Source: an optimization exercise on an open RTL-to-GDS flow (aim: small area, a short achievable clock period and few clock cycles per item). Production flows keep margins and buffers that such runs may drop.
Only simulation tests tie the RTL to the original design; equivalence was not proved.

==> flow/design.v (outline; a module is shown in full before it is edited, if it fits) <==
// module input_buffer: 38 lines
// module weight_buffer: 49 lines
// module conv2d_core: 1249 lines
// module relu: 6 lines
// module max_pool: 7 lines
// module cnn_accel: 150 lines
module cnn_accel (
    input  logic        clk,
    input  logic        rst,
    input  logic        wr_en,
    input  logic        wr_sel,      
    input  logic [5:0]  wr_addr,
    input  logic [7:0]  wr_data,
    input  logic        start,
    output logic        ready,
    output logic        out_valid,
    output logic [15:0] out_data
);
  // ...
==> flow/run.sh <==
#!/bin/bash
# synth_recipe.tcl (not shown) runs the flow's synth.tcl, then flattens the netlist and writes it again
# the make line also repeats each setting of config.mk as NAME=value (left out here)
make -C /OpenROAD-flow-scripts/flow DESIGN_CONFIG=/design/flow/config.mk WORK_HOME=/design/flow/orfs CLKGATE_MAP_FILE= SYNTH_SCRIPT=/design/flow/synth_recipe.tcl finish
==> flow/config.mk <==
export PLATFORM = sky130hd
export DESIGN_NAME = cnn_accel
export DESIGN_NICKNAME = cnn_accel
export VERILOG_FILES = /design/flow/design.v
export SDC_FILE = /design/flow/constraint.sdc
export NUM_CORES = 4
export LEC_CHECK = 0
export CAP_MARGIN = 20
export CORE_MARGIN = 2
export CORE_UTILIZATION = 40
export SLEW_MARGIN = 20
==> flow/constraint.sdc <==
create_clock -name core_clock -period 10.0 [get_ports {clk}]
set_input_delay 2.0000 -clock core_clock [delete_from_list [all_inputs] [get_ports {clk}]]
set_output_delay 2.0000 -clock core_clock [all_outputs]
set_load 0.01 [all_outputs]
==> key figures, run 1 <==
Status
  – Status: timing/DRC/antenna clean

STA
  – Hold Vio Cnt, Final: 0
  – Final min period: 5.252 ns
  – Min Hold Slack: 0.3023 ns
  – Slew Viols, Final: 0
  – Fraction of the cycle the final worst path needs: 52.52%
  – Final Skew: 0.09654 ns

Cells and area
  – # nets final: 4800
  – Post-route cell area: 60740 um^2
  – Clock buf count: 144
  – Count of filler cells inserted in the layout: 12214

Setup path
  – R2R Setup Slk: 4.75 ns
  – CP most frequent cell: buf_4
  – CP Data Arrival Time: 5.87 ns
  – Reg2reg path depth: 11
  – Endpoint type of the worst setup path: flip-flop

Placed design
  – PortBufs: 35
  – Placer Congestion: 0.9338

Synthesis
  – Post-Synthesis Cells: 4347
  – Syn nets: 4867
  – Synthesized flop and latch total: 1032
  – Number of library cell types mapped by synthesis: 79
  – Adder-cell share of the synthesized area: 16.15%
  – Top_reg_cell synth: edfxtp_1
  – Synth Area in Simple Gates: 5.994%
  – Register area share after synthesis: 52.90%

Global routing
  – Met3 global-route usage: 4.331%
  – First-pass GRT wire length: 241.4 mm

Floorplanning
  – Core footprint: 135600 um^2
  – Tap Count: 1781
  – Die W: 373.8 um

Min path
  – HP Class: reg2reg
  – Min-Delay Endpoint: codd[3]

Clock network
  – Post-CTS Setup Repair Bufs: 0

Route
  – Wire length on met3: 16.00 mm
  – Met2 routed WL: 74.91 mm
Testbench counts, summed over its fixed seeds: cycles 7,528, frames 96.
==> module input_buffer, before the edit <==
module input_buffer (
    input  logic        clk,
    input  logic        rst,
    input  logic        write_en,
    input  logic [5:0]  write_addr,
    input  logic [7:0]  data_in,
    input  logic [2:0]  rd_row,
    input  logic [2:0]  rd_col,
    output logic [23:0] data_out
);
    logic [7:0] buffer [0:63];
    logic [7:0] rv;
    logic [2:0] wy, wx;
    assign wy = write_addr[5:3];
    assign wx = write_addr[2:0];
    always_ff @(posedge clk or posedge rst) begin
        if (rst) rv <= 8'd0;
        else if (write_en) rv[wy] <= 1'b1;
    end
    logic [7:0] dcol [0:7];
    always_comb
        for (int x = 0; x < 8; x++) dcol[x] = (wx == 3'(x)) ? data_in : 8'd0;
    always_ff @(posedge clk) begin
        for (int y = 0; y < 8; y++)
            for (int x = 0; x < 8; x++)
                if (write_en & (wy == 3'(y)) & ((wx == 3'(x)) | ~rv[y]))
                    buffer[y*8+x] <= dcol[x];
    end
    logic [7:0] colv [0:7];
    always_comb
        for (int y = 0; y < 8; y++) colv[y] = buffer[{y[2:0], rd_col}];
    logic [2:0] r1, r2;
    assign r1 = rd_row + 3'd1;
    assign r2 = rd_row + 3'd2;
    assign data_out[7:0]   = rv[rd_row] ? colv[rd_row] : 8'd0;
    assign data_out[15:8]  = rv[r1]     ? colv[r1]     : 8'd0;
    assign data_out[23:16] = rv[r2]     ? colv[r2]     : 8'd0;
endmodule
==> module weight_buffer, before the edit <==
module weight_buffer (
    input  logic        clk,
    input  logic        rst,
    input  logic        write_en,
    input  logic [3:0]  write_addr,
    input  logic [7:0]  data_in,
    input  logic        load,
    output logic [35:0] dg_one,
    output logic [35:0] dg_two,
    output logic [35:0] dg_neg,
    output logic [15:0] k
);
    logic [7:0] buffer [0:8];
    logic       wv;
    always_ff @(posedge clk or posedge rst) begin
        if (rst) wv <= 1'b0;
        else if (write_en) wv <= 1'b1;
    end
    always_ff @(posedge clk) begin
        for (int i = 0; i < 9; i++)
            if (write_en & ((write_addr == 4'(i)) | ~wv))
                buffer[i] <= (write_addr == 4'(i)) ? data_in : 8'd0;
    end
    logic [35:0] one_n, two_n, neg_n;
    always_comb begin
        for (int i = 0; i < 9; i++) begin
            logic [8:0] w;
            w = {wv ? buffer[i] : 8'd0, 1'b0};      
            for (int d = 0; d < 4; d++) begin
                one_n[i*4+d] = w[2*d+1] ^ w[2*d];
                two_n[i*4+d] = (w[2*d+2] & ~w[2*d+1] & ~w[2*d]) |
                               (~w[2*d+2] & w[2*d+1] & w[2*d]);
                neg_n[i*4+d] = w[2*d+2] & ~(w[2*d+1] & w[2*d]);
            end
        end
    end
    always_ff @(posedge clk) begin
        if (load) begin
            dg_one <= one_n; dg_two <= two_n; dg_neg <= neg_n;
        end
    end
    logic [15:0] k_n;
    always_comb begin
        k_n = 16'd1536;
        for (int i = 0; i < 9; i++)
            k_n = k_n + {9'd0, dg_neg[i*4+3], 1'b0, dg_neg[i*4+2], 1'b0, dg_neg[i*4+1], 1'b0, dg_neg[i*4]};
    end
    always_ff @(posedge clk) k <= k_n;
endmodule
==> module cnn_accel, before the edit <==
module cnn_accel (
    input  logic        clk,
    input  logic        rst,
    input  logic        wr_en,
    input  logic        wr_sel,      
    input  logic [5:0]  wr_addr,
    input  logic [7:0]  wr_data,
    input  logic        start,
    output logic        ready,
    output logic        out_valid,
    output logic [15:0] out_data
);
    logic       a_v, a_st, a_sel, b_v, b_st, b_sel;
    logic [5:0] a_addr, b_addr;
    logic [7:0] a_data, b_data;
    logic       ready_q;
    logic       busy;            
    logic       v1;              
    logic [2:0] r, j;            
    logic       h_v, h_st, h_sel, h_blk, apply;
    logic [5:0] h_addr;
    logic [7:0] h_data;
    assign h_v    = b_v | a_v;
    assign h_st   = b_v ? b_st   : a_st;
    assign h_sel  = b_v ? b_sel  : a_sel;
    assign h_addr = b_v ? b_addr : a_addr;
    assign h_data = b_v ? b_data : a_data;
    assign h_blk  = h_st ? (busy | v1) : (busy & ~h_sel & (h_addr[5:3] >= r));
    assign apply  = h_v & ~h_blk;
    always_ff @(posedge clk or posedge rst) begin
        if (rst) begin
            a_v <= 1'b0; a_st <= 1'b0;
            b_v <= 1'b0; b_st <= 1'b0;
            ready_q <= 1'b1;
        end else begin
            if (b_v) begin
                if (apply) begin
                    b_v <= a_v; b_st <= a_st;
                    a_v <= 1'b0;
                end
                ready_q <= apply & ~a_v;
            end else begin
                if (a_v & h_blk) begin
                    b_v <= 1'b1; b_st <= a_st;
                end
                a_v <= wr_en | start; a_st <= start;
                ready_q <= ~(a_v & h_blk);
            end
        end
    end
    always_ff @(posedge clk) begin
        if (b_v) begin
            if (apply) begin
                b_sel <= a_sel; b_addr <= a_addr; b_data <= a_data;
            end
        end else begin
            if (a_v & h_blk) begin
                b_sel <= a_sel; b_addr <= a_addr; b_data <= a_data;
            end
            a_sel <= wr_sel; a_addr <= wr_addr; a_data <= wr_data;
        end
    end
    assign ready = ready_q;
    logic do_start;
    assign do_start = apply & h_st;
    logic [23:0] column;
    logic [35:0] dg_one, dg_two, dg_neg;
    logic [15:0] kc;
    input_buffer u_ibuf (
        .clk(clk), .rst(rst),
        .write_en(apply & ~h_st & ~h_sel),
        .write_addr(h_addr),
        .data_in(h_data),
        .rd_row(r), .rd_col(j),
        .data_out(column)
    );
    weight_buffer u_wbuf (
        .clk(clk), .rst(rst),
        .write_en(apply & ~h_st & h_sel),
        .write_addr(h_addr[3:0]),
        .data_in(h_data),
        .load(do_start),
        .dg_one(dg_one), .dg_two(dg_two), .dg_neg(dg_neg), .k(kc)
    );
    always_ff @(posedge clk or posedge rst) begin
        if (rst) begin
            busy <= 1'b0; r <= 3'd0; j <= 3'd0;
        end else if (do_start) begin
            busy <= 1'b1; r <= 3'd0; j <= 3'd0;
        end else if (busy) begin
            j <= j + 3'd1;
            if (j == 3'd7) begin
                r <= r + 3'd1;
                if (r == 3'd5) busy <= 1'b0;
            end
        end
    end
    logic [23:0] col_q;
    always_ff @(posedge clk) col_q <= column;
    logic [4:0] cv;      
    logic [4:0] codd;    
    logic [4:0] rodd;    
    always_ff @(posedge clk or posedge rst) begin
        if (rst) begin
            v1 <= 1'b0;
            cv <= 5'd0;
        end else begin
            v1 <= busy;
            cv <= {cv[3:0], busy & ~(j[2] & j[1])};
        end
    end
    always_ff @(posedge clk) begin
        codd <= {codd[3:0], j[0]};
        rodd <= {rodd[3:0], r[0]};
    end
    logic [15:0] conv_s, conv_c, conv_sum;
    conv2d_core u_conv (
        .clk(clk), .column(col_q),
        .dg_one(dg_one), .dg_two(dg_two), .dg_neg(dg_neg), .k(kc),
        .conv_s(conv_s), .conv_c(conv_c)
    );
    assign conv_sum = conv_s + conv_c;
    logic [14:0] rl, pm, pair_max, pair;
    relu u_relu (.in(conv_sum), .out(rl));
    max_pool u_pair (.a(pm), .b(rl), .out(pair_max));
    logic        v3, ro3;
    logic [14:0] rb0, rb1, rb2, win_max;
    always_ff @(posedge clk) begin
        if (cv[4] & ~codd[4]) pm <= rl;
        if (cv[4] & codd[4])  pair <= pair_max;
        if (v3) begin
            rb2 <= pair; rb1 <= rb2; rb0 <= rb1;
        end
        ro3 <= rodd[4];
    end
    max_pool u_pool (.a(rb0), .b(pair), .out(win_max));
    logic        ov;
    logic [14:0] od;
    always_ff @(posedge clk or posedge rst) begin
        if (rst) begin
            v3 <= 1'b0; ov <= 1'b0;
        end else begin
            v3 <= cv[4] & codd[4];
            ov <= v3 & ro3;
        end
    end
    always_ff @(posedge clk) if (v3 & ro3) od <= win_max;
    assign out_valid = ov;
    assign out_data  = {1'b0, od};
endmodule
==> inputs of run 2 (changes only) <==
--- a/flow/design.v
+++ b/flow/design.v
@@ -1,44 +1,35 @@
 module input_buffer (
     input  logic        clk,
-    input  logic        rst,
+    input  logic [2:0]  ph,
+    input  logic        flip,
+    input  logic        flush,
     input  logic        write_en,
     input  logic [5:0]  write_addr,
     input  logic [7:0]  data_in,
-    input  logic [2:0]  rd_row,
-    input  logic [2:0]  rd_col,
-    output logic [23:0] data_out
+    output logic [63:0] taps           
 );
-    logic [7:0] buffer [0:63];
-    logic [7:0] rv;
-    logic [2:0] wy, wx;
+    logic [7:0] ring [0:7][0:7];
+    logic [2:0] wy, tq;
     assign wy = write_addr[5:3];
-    assign wx = write_addr[2:0];
-    always_ff @(posedge clk or posedge rst) begin
-        if (rst) rv <= 8'd0;
-        else if (write_en) rv[wy] <= 1'b1;
-    end
-    logic [7:0] dcol [0:7];
-    always_comb
-        for (int x = 0; x < 8; x++) dcol[x] = (wx == 3'(x)) ? data_in : 8'd0;
+    assign tq = write_addr[2:0] - ph - {2'd0, flip} - 3'd1;
+    logic [7:0] dport;
+    assign dport = flush ? 8'd0 : data_in;
     always_ff @(posedge clk) begin
         for (int y = 0; y < 8; y++)
-            for (int x = 0; x < 8; x++)
-                if (write_en & (wy == 3'(y)) & ((wx == 3'(x)) | ~rv[y]))
-                    buffer[y*8+x] <= dcol[x];
+            for (int q = 0; q < 8; q++) begin
+                if (q[0] && (flush || (write_en && wy == 3'(y) && tq[2:1] == 2'(q >> 1))))
+                    ring[y][q] <= dport;
+                else
+                    ring[y][q] <= ring[y][(q + 1) % 8];
+            end
+    end
+    for (genvar y = 0; y < 8; y++) begin : g_tap
+        assign taps[8*y +: 8] = ring[y][0];
     end
-    logic [7:0] colv [0:7];
-    always_comb
-        for (int y = 0; y < 8; y++) colv[y] = buffer[{y[2:0], rd_col}];
-    logic [2:0] r1, r2;
-    assign r1 = rd_row + 3'd1;
-    assign r2 = rd_row + 3'd2;
-    assign data_out[7:0]   = rv[rd_row] ? colv[rd_row] : 8'd0;
-    assign data_out[15:8]  = rv[r1]     ? colv[r1]     : 8'd0;
-    assign data_out[23:16] = rv[r2]     ? colv[r2]     : 8'd0;
 endmodule
 module weight_buffer (
     input  logic        clk,
-    input  logic        rst,
+    input  logic        flush,
     input  logic        write_en,
     input  logic [3:0]  write_addr,
     input  logic [7:0]  data_in,
@@ -49,21 +40,16 @@
     output logic [15:0] k
 );
     logic [7:0] buffer [0:8];
-    logic       wv;
-    always_ff @(posedge clk or posedge rst) begin
-        if (rst) wv <= 1'b0;
-        else if (write_en) wv <= 1'b1;
-    end
     always_ff @(posedge clk) begin
         for (int i = 0; i < 9; i++)
-            if (write_en & ((write_addr == 4'(i)) | ~wv))
-                buffer[i] <= (write_addr == 4'(i)) ? data_in : 8'd0;
+            if (flush | (write_en & (write_addr == 4'(i))))
+                buffer[i] <= flush ? 8'd0 : data_in;
     end
     logic [35:0] one_n, two_n, neg_n;
     always_comb begin
         for (int i = 0; i < 9; i++) begin
             logic [8:0] w;
-            w = {wv ? buffer[i] : 8'd0, 1'b0};      
+            w = {buffer[i], 1'b0};               
             for (int d = 0; d < 4; d++) begin
                 one_n[i*4+d] = w[2*d+1] ^ w[2*d];
                 two_n[i*4+d] = (w[2*d+2] & ~w[2*d+1] & ~w[2*d]) |
@@ -1359,14 +1345,20 @@
     output logic        out_valid,
     output logic [15:0] out_data
 );
+    logic [1:0] fl;              
+    logic       flush;
+    logic [2:0] ph;              
+    logic       virgin;          
+    logic       armed;           
+    logic       busy;            
+    logic [2:0] r;               
+    logic       v1;              
+    assign flush = (fl != 2'd0);
     logic       a_v, a_st, a_sel, b_v, b_st, b_sel;
     logic [5:0] a_addr, b_addr;
     logic [7:0] a_data, b_data;
     logic       ready_q;
-    logic       busy;            
-    logic       v1;              
-    logic [2:0] r, j;            
-    logic       h_v, h_st, h_sel, h_blk, apply;
+    logic       h_v, h_st, h_sel, h_blk, apply, flip;
     logic [5:0] h_addr;
     logic [7:0] h_data;
     assign h_v    = b_v | a_v;
@@ -1374,14 +1366,24 @@
     assign h_sel  = b_v ? b_sel  : a_sel;
     assign h_addr = b_v ? b_addr : a_addr;
     assign h_data = b_v ? b_data : a_data;
-    assign h_blk  = h_st ? (busy | v1) : (busy & ~h_sel & (h_addr[5:3] >= r));
-    assign apply  = h_v & ~h_blk;
+    logic misal, pix_blk;
+    assign misal   = h_addr[0] ^ ph[0];
+    assign flip    = virgin & ~armed & ~busy & misal;
+    assign pix_blk = armed | (busy & (h_addr > {r, ph})) | (misal & ~flip);
+    assign h_blk   = h_st ? (armed | busy | v1) : (~h_sel & pix_blk);
+    assign apply   = h_v & ~h_blk & ~flush;
+    logic pix_we, wgt_we, do_start;
+    assign pix_we   = apply & ~h_st & ~h_sel;
+    assign wgt_we   = apply & ~h_st & h_sel;
+    assign do_start = apply & h_st;
     always_ff @(posedge clk or posedge rst) begin
         if (rst) begin
             a_v <= 1'b0; a_st <= 1'b0;
             b_v <= 1'b0; b_st <= 1'b0;
-            ready_q <= 1'b1;
+            ready_q <= 1'b0;
+            fl <= 2'd2;
         end else begin
+            if (flush) fl <= fl - 2'd1;
             if (b_v) begin
                 if (apply) begin
                     b_v <= a_v; b_st <= a_st;
@@ -1389,11 +1391,11 @@
                 end
                 ready_q <= apply & ~a_v;
             end else begin
-                if (a_v & h_blk) begin
+                if (a_v & ~apply) begin
                     b_v <= 1'b1; b_st <= a_st;
                 end
                 a_v <= wr_en | start; a_st <= start;
-                ready_q <= ~(a_v & h_blk);
+                ready_q <= ~(a_v & ~apply) & (fl[1] == 1'b0);
             end
         end
     end
@@ -1403,49 +1405,49 @@
                 b_sel <= a_sel; b_addr <= a_addr; b_data <= a_data;
             end
         end else begin
-            if (a_v & h_blk) begin
+            if (a_v & ~apply) begin
                 b_sel <= a_sel; b_addr <= a_addr; b_data <= a_data;
             end
             a_sel <= wr_sel; a_addr <= wr_addr; a_data <= wr_data;
         end
     end
     assign ready = ready_q;
-    logic do_start;
-    assign do_start = apply & h_st;
-    logic [23:0] column;
+    logic [63:0] taps;
     logic [35:0] dg_one, dg_two, dg_neg;
     logic [15:0] kc;
     input_buffer u_ibuf (
-        .clk(clk), .rst(rst),
-        .write_en(apply & ~h_st & ~h_sel),
-        .write_addr(h_addr),
-        .data_in(h_data),
-        .rd_row(r), .rd_col(j),
-        .data_out(column)
+        .clk(clk), .ph(ph), .flip(flip), .flush(flush),
+        .write_en(pix_we), .write_addr(h_addr), .data_in(h_data),
+        .taps(taps)
     );
     weight_buffer u_wbuf (
-        .clk(clk), .rst(rst),
-        .write_en(apply & ~h_st & h_sel),
-        .write_addr(h_addr[3:0]),
-        .data_in(h_data),
+        .clk(clk), .flush(flush),
+        .write_en(wgt_we), .write_addr(h_addr[3:0]), .data_in(h_data),
         .load(do_start),
         .dg_one(dg_one), .dg_two(dg_two), .dg_neg(dg_neg), .k(kc)
     );
     always_ff @(posedge clk or posedge rst) begin
         if (rst) begin
-            busy <= 1'b0; r <= 3'd0; j <= 3'd0;
-        end else if (do_start) begin
-            busy <= 1'b1; r <= 3'd0; j <= 3'd0;
-        end else if (busy) begin
-            j <= j + 3'd1;
-            if (j == 3'd7) begin
+            ph <= 3'd0; virgin <= 1'b1;
+            armed <= 1'b0; busy <= 1'b0; r <= 3'd0;
+        end else begin
+            ph <= ph + 3'd1 + {2'd0, flip & pix_we};
+            if (pix_we) virgin <= 1'b0;
+            if (do_start) armed <= 1'b1;
+            else if (armed & (ph == 3'd7)) begin
+                armed <= 1'b0; busy <= 1'b1; r <= 3'd0;
+            end else if (busy & (ph == 3'd7)) begin
                 r <= r + 3'd1;
                 if (r == 3'd5) busy <= 1'b0;
             end
         end
     end
+    logic [7:0] tap [0:7];
+    for (genvar y = 0; y < 8; y++) begin : g_tap
+        assign tap[y] = taps[8*y +: 8];
+    end
     logic [23:0] col_q;
-    always_ff @(posedge clk) col_q <= column;
+    always_ff @(posedge clk) col_q <= {tap[r + 3'd2], tap[r + 3'd1], tap[r]};
     logic [4:0] cv;      
     logic [4:0] codd;    
     logic [4:0] rodd;    
@@ -1455,11 +1457,11 @@
             cv <= 5'd0;
         end else begin
             v1 <= busy;
-            cv <= {cv[3:0], busy & ~(j[2] & j[1])};
+            cv <= {cv[3:0], busy & ~(ph[2] & ph[1])};
         end
     end
     always_ff @(posedge clk) begin
-        codd <= {codd[3:0], j[0]};
+        codd <= {codd[3:0], ph[0]};
         rodd <= {rodd[3:0], r[0]};
     end
     logic [15:0] conv_s, conv_c, conv_sum;
@@ -1469,22 +1471,20 @@
         .conv_s(conv_s), .conv_c(conv_c)
     );
     assign conv_sum = conv_s + conv_c;
-    logic [14:0] rl, pm, pair_max, pair;
+    logic [14:0] rl, pm, pair_max;
     relu u_relu (.in(conv_sum), .out(rl));
     max_pool u_pair (.a(pm), .b(rl), .out(pair_max));
-    logic        v3, ro3;
+    logic v3, ro3, ov;
+    always_ff @(posedge clk)
+        if (cv[4]) pm <= codd[4] ? pair_max : rl;
     logic [14:0] rb0, rb1, rb2, win_max;
+    max_pool u_pool (.a(rb0), .b(pm), .out(win_max));
     always_ff @(posedge clk) begin
-        if (cv[4] & ~codd[4]) pm <= rl;
-        if (cv[4] & codd[4])  pair <= pair_max;
         if (v3) begin
-            rb2 <= pair; rb1 <= rb2; rb0 <= rb1;
+            rb2 <= ro3 ? win_max : pm; rb1 <= rb2; rb0 <= rb1;
         end
         ro3 <= rodd[4];
     end
-    max_pool u_pool (.a(rb0), .b(pair), .out(win_max));
-    logic        ov;
-    logic [14:0] od;
     always_ff @(posedge clk or posedge rst) begin
         if (rst) begin
             v3 <= 1'b0; ov <= 1'b0;
@@ -1493,7 +1493,6 @@
             ov <= v3 & ro3;
         end
     end
-    always_ff @(posedge clk) if (v3 & ro3) od <= win_max;
     assign out_valid = ov;
-    assign out_data  = {1'b0, od};
+    assign out_data  = {1'b0, rb2};
 endmodule
==> run 2 against run 1 <==
Still clean on timing, DRC and antenna. Final cell count shrank 9.7%. Routed wire length shrank 34%. Count of clock-buffer cells in the layout shrank 5. Critical endpoint is now pm[12]. Highest routed layer is now met4.
==> key figures, run 2 <==
STA
  – Worst Tran Pin Value: 1.144 ns
  – Hold Vio Cnt, Final: 0 (unchanged)
  – Final min period: 4.363 ns (-0.8890 ns)
  – Slew headroom: 23.48%
  – Fmax: 229.2 MHz
  – Final setup viols: 0
  – Slew Viols, Final: 0 (unchanged)
  – Final Skew: 0.05501 ns (-0.04153 ns)
  – RSZ-0062 raised after global routing: no
  – Final worst slack: 5.637 ns
  – Final setup TNS: 0 ns
  – Fraction of the cycle the final worst path needs: 43.63% (-8.9 points)

Route
  – Average wire per standard cell: 20.02 um
  – WL final: 111.3 mm
  – Vias per cell: 5.048
  – DRT iter0 DRCs: 2299
  – Via count: 28062
  – Antenna Nets Post-Route: 0
  – DRT Pass-1 Iters: 6
  – Remaining DRCs: 0

Global routing
  – Initial antenna violation count: 2
  – Overflow after GRT: 0
  – Global Route Usage Sum: 18.49%
  – Vias in the first global route: 28417
  – First-pass GRT wire length: 172.8 mm (-28%)
  – Pin count of the biggest net entering global routing: 106

Setup path
  – Worst-path cell chain: ha_1 > fa_1 > a21oi_1 > o2111a_1 > o21ai_0 > a2111oi_0 > o21a_1 > o21ai_0 > ha_1 > and4_1 > nand3_1 > o31a_1 > a21boi_1 > buf_4
  – Endpoint type of the worst setup path: flip-flop
  – R2R Setup Slk: 5.64 ns (+0.89 ns)
  – Crit path required time: 10.35 ns
  – CP delay by family, top: compound AO/OA/AOI/OAI gates
  – RR Endpoint: pm[12]
  – Startpoint Class: flip-flop
  – Crit-path max cell delay: 0.53 ns
  – Sum of buffers and inverters on the critical path: 1
  – Slowest stage cell, crit path: a2111oi_0
  – Reg-to-reg startpoint: u_conv.conv_s[0]
  – CP Data Arrival Time: 4.71 ns (-1.16 ns)
  – Crit Path Class: reg2reg
  – CP max FO: 13
  – Reg2reg path depth: 14 (+3)

Synthesis
  – Top cells by count, synth: 703 x dfxtp_1, 416 x inv_1, 366 x nand2_1
  – Synth area leaders: dfxtp_1 30%, edfxtp_1 17%, fa_1 14%, mux2i_1 5.5%, a22oi_1 4.3%
  – Syn nets: 4530 (-6.9%)
  – Post-synth design cell area: 47330 um^2
  – Most common cell in the netlist: dfxtp_1
  – Number of synthesized flops with an enable pin: 270
  – Synthesized flop and latch total: 997 (-3.4%)
  – YS warnings: 7
  – Post-Synthesis Cells: 4010 (-7.8%)
  – Register area share after synthesis: 48.14% (-4.8 points)
  – Top_reg_cell synth: dfxtp_1
  – Asr flop ratio synth: 2.407%
  – Yosys top cell area share: 29.74%
  – Number of library cell types mapped by synthesis: 68 (-14%)
  – Area leader, netlist: dfxtp_1
  – Mean Syn Cell Area: 11.80 um^2

Placed design
  – Placer Congestion: 0.8835 (-5.4%)
  – DPL Wire Length: 78.26 mm
  – Placed insts: 5367
  – PortBufs: 35 (unchanged)
  – Pre-CTS setup slack: 5.666 ns

Cells and area
  – Area growth syn-to-layout: 10.79%
  – Count of filler cells inserted in the layout: 10696 (-12%)
  – Max reg flops: 512
  – Most common cell after layout, fill and taps aside: dfxtp_1
  – Largest Register: u_ibuf.ring
  – Number of diodes: 0
  – Share of cells above drive strength 1: 7.681%
  – Largest regs: u_ibuf.ring (512), u_wbuf.buffer (72)
  – # nets final: 4456 (-7.2%)
  – Final Instance Count excl. Fillers: 5559
  – Most frequent cells in the layout: 703 x dfxtp_1, 416 x inv_1, 366 x nand2_1

Floorplanning
  – Core footprint: 117800 um^2 (-13%)
  – Initial Util: 40.19%
  – I/O pin cnt: 37
  – Die height: 348.0 um
  – Die W: 348.0 um (-6.9%)
  – Die ar.: 121100 um^2
  – Placement Rows: 126

Clock network
  – CTS Sinks: 997
  – Root Buffer: clkbuf_16
  – Clock Pin Slew Worst Setup and Hold Paths: 0.06 ns
  – Clock Path Buffers: 3
  – CTS Buf Count: 102
  – Hold Buf Count CTS: 0
  – CTS tree: yes
  – Post-CTS Setup Repair Bufs: 0 (unchanged)
  – Post-CTS resize count: 0
  – Worst skew pair latency: 0.71 ns
  – H-tree depth: 3

Min path
  – Hold path startpoint: u_ibuf.ring[57][7]
  – Min-Delay Endpoint: u_ibuf.ring[56][7]
  – HP Class: reg2reg
  – Hold Path Depth: 0

Status
  – Status: timing/DRC/antenna clean

Run
  – Max-Cap Viols: 0
## run 2: changes by cell type in the layout (fill, tap and decap cells not counted), sizes merged, moves of 52 or more
cell and delta:
nand2 +135, dfxtp +512, and2 -78, mux2i +242, a21oi -79, nor2 -174
edfxtp -542, buf -52
## run 2: cell type report
| type | count | area [um^2] | area share (%) |
|---|---|---|---|
| Multi-Input combinational cell | 2330 | 21980 | 41.92 |
| Sequential cell | 997 | 22790 | 43.46 |
| Clock inverter | 52 | 571.8 | 1.091 |
| Inverter | 420 | 1578 | 3.009 |
| Clock buffer | 139 | 2864 | 5.462 |
| Timing Repair Buffer | 85 | 732.0 | 1.396 |
| Tap cell | 1536 | 1922 | 3.665 |
## run 2: worst max-delay path by stage
stage	from	to	slack, ns	cells past startpoint
2_1_floorplan	b_v	u_wbuf.dg_neg[0]	2.98	5
3_3_place_gp	u_conv.conv_s[0]	pm[13]	5.79	14
3_5_place_dp	u_conv.conv_s[6]	pm[13]	5.67	14
4_1_cts	u_conv.conv_s[0]	pm[12]	5.61	14
5_1_grt	u_conv.conv_s[6]	pm[12]	5.28	15
6_report	u_conv.conv_s[0]	pm[12]	5.64	14
## run 2: metrics by stage
step	utilization, %	instance area (um^2)	hold slack [ns]
after detailed placement	41.59	48980	0.3121
after global placement	41.58	48970	0.3095
after global routing	44.52	52430	0.2876
final	44.52	52430	0.2845
after floorplan	-	47330	0.3096
after CTS	44.51	52420	0.2765
## run 2: kinds of logic after synthesis
group	Yosys count	synth area share, %
other	1	0.007923
and+or+nand+nor	616	6.273
muxes	319	6.924
adders and majority gates	501	18.64
AOI/OAI and AO/OA	526	7.759
xor gates and xnor gates	367	6.791
DFF	997	48.14
buffers and inverters	683	5.467
## run 2: metal layers
layer,routed length (um),GRT usage [%]
met1,50350,25.70
met2,52520,30.10
met3,6093,2.963
met4,2302,4.727
met5,0,0
Testbench counts of run 2, summed over its fixed seeds: cycles 7,568, frames 96.

re-timing with driven ports:
No port has a modelled driver above. Below, the same layouts with a new extraction and two added sets of constraints. Step 1 (the two cells are an assumption about what drives the block):
set clk [get_ports {clk}]
set_driving_cell -lib_cell sky130_fd_sc_hd__clkbuf_16 $clk
set_driving_cell -lib_cell sky130_fd_sc_hd__buf_2 [delete_from_list [all_inputs] $clk]
Step 2 moves the port delays by t, midway between the first and last clock arrival at a register: inputs arrive t later, outputs are due t later. That takes back most of the time a late clock gives input paths. Three values: ideal ports, drivers, drivers and shift; two values: the first two.
| run | t (ns) | setup WS [ns] | clock arrival spread, ns |
|---|---|---|---|
| run 1 | 0.803 | 4.748 / 4.748 / 4.748 | 0.104 / 0.104 |
| run 2 | 0.764 | 5.637 / 5.637 / 5.637 | 0.070 / 0.069 |
After both steps every run listed still meets setup and hold.
